Context: an optimization exercise on an open-source flow, tuned for small area and a short achievable clock period. The choices shown serve that exercise and are no tape-out recipe. The RTL was checked by simulation tests, not by an equivalence proof against the original design. Power figures rest on the tool's default switching activity, not on a simulated workload.

== run A ==
Design distortion, start of the top module:
module distortion
#(
    parameter int WIDTH = 24
)
(
    input logic clk,
    input logic reset,
    input logic enable,
    input logic [WIDTH-1:0] in,
    input logic [WIDTH-1:0] gain,
    input logic [WIDTH-1:0] threshold,
    output logic [WIDTH-1:0] out
);
logic [23:0] d;
logic [11:0] b_one, b_two, b_neg;
logic        b_g23;
logic [11:0] e_one, e_two, e_neg;
wire  [24:0] gx = {gain, 1'b0};
always_comb begin
    for (int i = 0; i < 12; i++) begin
        e_one[i] = gx[2*i+1] ^ gx[2*i];
        e_two[i] = (gx[2*i+2] & ~gx[2*i+1] & ~gx[2*i]) | (~gx[2*i+2] & gx[2*i+1] & gx[2*i]);
        e_neg[i] = gx[2*i+2] & ~(gx[2*i+1] & gx[2*i]);
    end
end
logic v1, v2, v3;
always_ff @(posedge clk or posedge reset) begin
    if (reset) begin
        v1 <= 1'b0; v2 <= 1'b0; v3 <= 1'b0;
    end else if (enable) begin
        v1 <= 1'b1; v2 <= v1; v3 <= v2;
    end
end
always_ff @(posedge clk) begin
    if (enable) begin
        d <= in; b_one <= e_one; b_two <= e_two; b_neg <= e_neg; b_g23 <= gain[23];
    end
end
wire pp_0_0 = ((b_one[0] & d[0]) | (b_two[0] & 1'b0)) ^ b_neg[0];
wire pp_0_1 = ((b_one[0] & d[1]) | (b_two[0] & d[0])) ^ b_neg[0];
wire pp_0_2 = ((b_one[0] & d[2]) | (b_two[0] & d[1])) ^ b_neg[0];
wire pp_0_3 = ((b_one[0] & d[3]) | (b_two[0] & d[2])) ^ b_neg[0];
wire pp_0_4 = ((b_one[0] & d[4]) | (b_two[0] & d[3])) ^ b_neg[0];
wire pp_0_5 = ((b_one[0] & d[5]) | (b_two[0] & d[4])) ^ b_neg[0];
wire pp_0_6 = ((b_one[0] & d[6]) | (b_two[0] & d[5])) ^ b_neg[0];
wire pp_0_7 = ((b_one[0] & d[7]) | (b_two[0] & d[6])) ^ b_neg[0];
wire pp_0_8 = ((b_one[0] & d[8]) | (b_two[0] & d[7])) ^ b_neg[0];
  ...
clock: 7.5 ns
lec_check: 0
cap_margin: 20
core_margin: 2
core_utilization: 60
cts_buf_list: sky130_fd_sc_hd__clkbuf_4 sky130_fd_sc_hd__clkbuf_8
cts_cluster_size: 20
setup_slack_margin: 4.0
slew_margin: 20
tns_end_percent: 0
standard.sh (not shown) runs the stock make flow with config.mk's settings and CLKGATE_MAP_FILE= SYNTH_SCRIPT=/design/flow/synth_recipe.tcl, a recipe that flattens the netlist after the stock synthesis.
==> flow/flow/run.sh <==
#!/bin/bash
# The standard layout (standard.sh) with two changes:
#  1. after the standard synthesis, flow/fixinv.py chooses the polarity of each
#     full-adder cell so that fewer inverters sit between adders (a full adder
#     is self-dual); registers and logic function are unchanged;
#  2. buffer_ports puts plain buf_1 cells on the ports instead of the default
#     clkdlybuf4s50_1 delay buffers (every port still gets its buffer).
# Each tool's output goes to a log file here; ORFS keeps each step's log under
# orfs/logs/.
set -euo pipefail
export BUFFER_PORTS_ARGS="-buffer_cell sky130_fd_sc_hd__buf_1"
R=orfs/results/${FLOW_PLATFORM:-sky130hd}/distortion/base
bash standard.sh synth > standard_synth.log 2>&1
cp $R/1_2_yosys.v $R/1_2_yosys.std.v
python3 flow/fixinv.py $R/1_2_yosys.std.v $R/1_2_yosys.v > fixinv.log 2>&1
rm -f $R/1_synth.odb $R/1_synth.sdc
bash standard.sh > standard.log 2>&1
Other scripts of this flow, unchanged in this note and not shown: flow/flow/fixinv.py
Run A reached the final stage; the timing, design-rule and antenna checks on its layout passed.
Input changes introduced in run B (baseline for comparison: run A):
Settings: changing SETUP_SLACK_MARGIN from 4.0 to 4.2.
--- outcome ---
- Compared with run A, run B shows net switching power higher by 1.6%.
- For the portion of the clock cycle consumed by the worst path in the final layout, run B came in 3.8 points lower than run A did.
- Comparing delay contributed by the slowest stage of the critical path for run A and run B, the bigger number came from run A.
- Maximum clock frequency (run B / run A): 1.09
- NOTE post-route total power run A->run B increased by a few percent
- Cell total after placement: run A vs run B, no meaningful difference
Input changes introduced in run C (baseline for comparison: run B):
Settings: a change of SETUP_SLACK_MARGIN from 4.2 to 4.4.
--- outcome ---
When run C is set beside run B, its number of buffers inserted by post-CTS setup repair turns out to be about 80% larger. According to the power report, total power for run C is higher than for run B. As far as share of cell area taken by flip-flops and latches is concerned, run B and run C perform about the same. A slowest stage cell on the critical path of sky130_fd_sc_hd__or4_4 is what run C shows, while sky130_fd_sc_hd__fa_1 belongs to run B. Run C ended up with a higher average wire length per cell after detail routing than run B did. Run C vs. run B: critical path depth went up by 2. Run B leaves more setup margin than run C. In terms of final area, run B and run C differ only marginally. Between run B and run C, count of antenna diodes in the layout is higher for run B, run C comes in under that. On area added between synthesis and finish: run C sits below run B.
Changes in run D relative to run C:
Settings: SLEW_MARGIN now 10, was 20; SETUP_SLACK_MARGIN now 4.2, was 4.4; CAP_MARGIN now 10, was 20.
[summary]
The flow did not stop early for run D: all stages ran, and the layout cleared the timing, design-rule and antenna checks. The run with more routed wire is run C, not run D. Compared run C against run D; power consumed by sequential cells within noise. In run D relative to run C, count of clock-buffer cells in the layout had gone up by a little under 10%. Combinational group share of total power for run D: 0.3 points down relative to run C. There was hardly any difference in fmax between run C and run D. The first-pass GRT wire length reported for run D is smaller than that of run C by 660 um. Between run C and run D, the area of all placed cells without fillers does not differ in any meaningful way. From run C to run D, synthesized cell count did not move at all.

-- what the ideal ports hide --
The flow's constraints put no driver on any port. The routed layouts listed below were extracted and timed again, unchanged, in two steps. Step 1 assumes that a clkbuf_16 drives the clock port and a buf_2 every other input. Step 2 adds t to the input delays and takes it off the output delays; t is the mean of the earliest and latest rising clock arrival at the registers after step 1. Input paths then give back, and output paths get back, about the clock's delay inside the block. Three values: no drivers, after step 1, after step 2; two values: the first two.
| run | t, ns | setup WS [ns] | hold WS [ns] |
|---|---|---|---|
| run A | 0.646 | 3.931 / 3.931 / 3.931 | 0.471 / 0.471 / 0.471 |
| run B | 0.667 | 4.213 / 4.213 / 4.213 | 0.482 / 0.482 / 0.482 |
| run C | 0.667 | 4.184 / 4.184 / 3.749 | 0.475 / 0.475 / 0.475 |
| run D | 0.639 | 4.183 / 4.183 / 4.183 | 0.482 / 0.482 / 0.482 |
After both steps every run listed still meets setup and hold. The setup slack of run C, which loses most, moves by 0.000 ns with the drivers and by -0.435 ns with both steps.
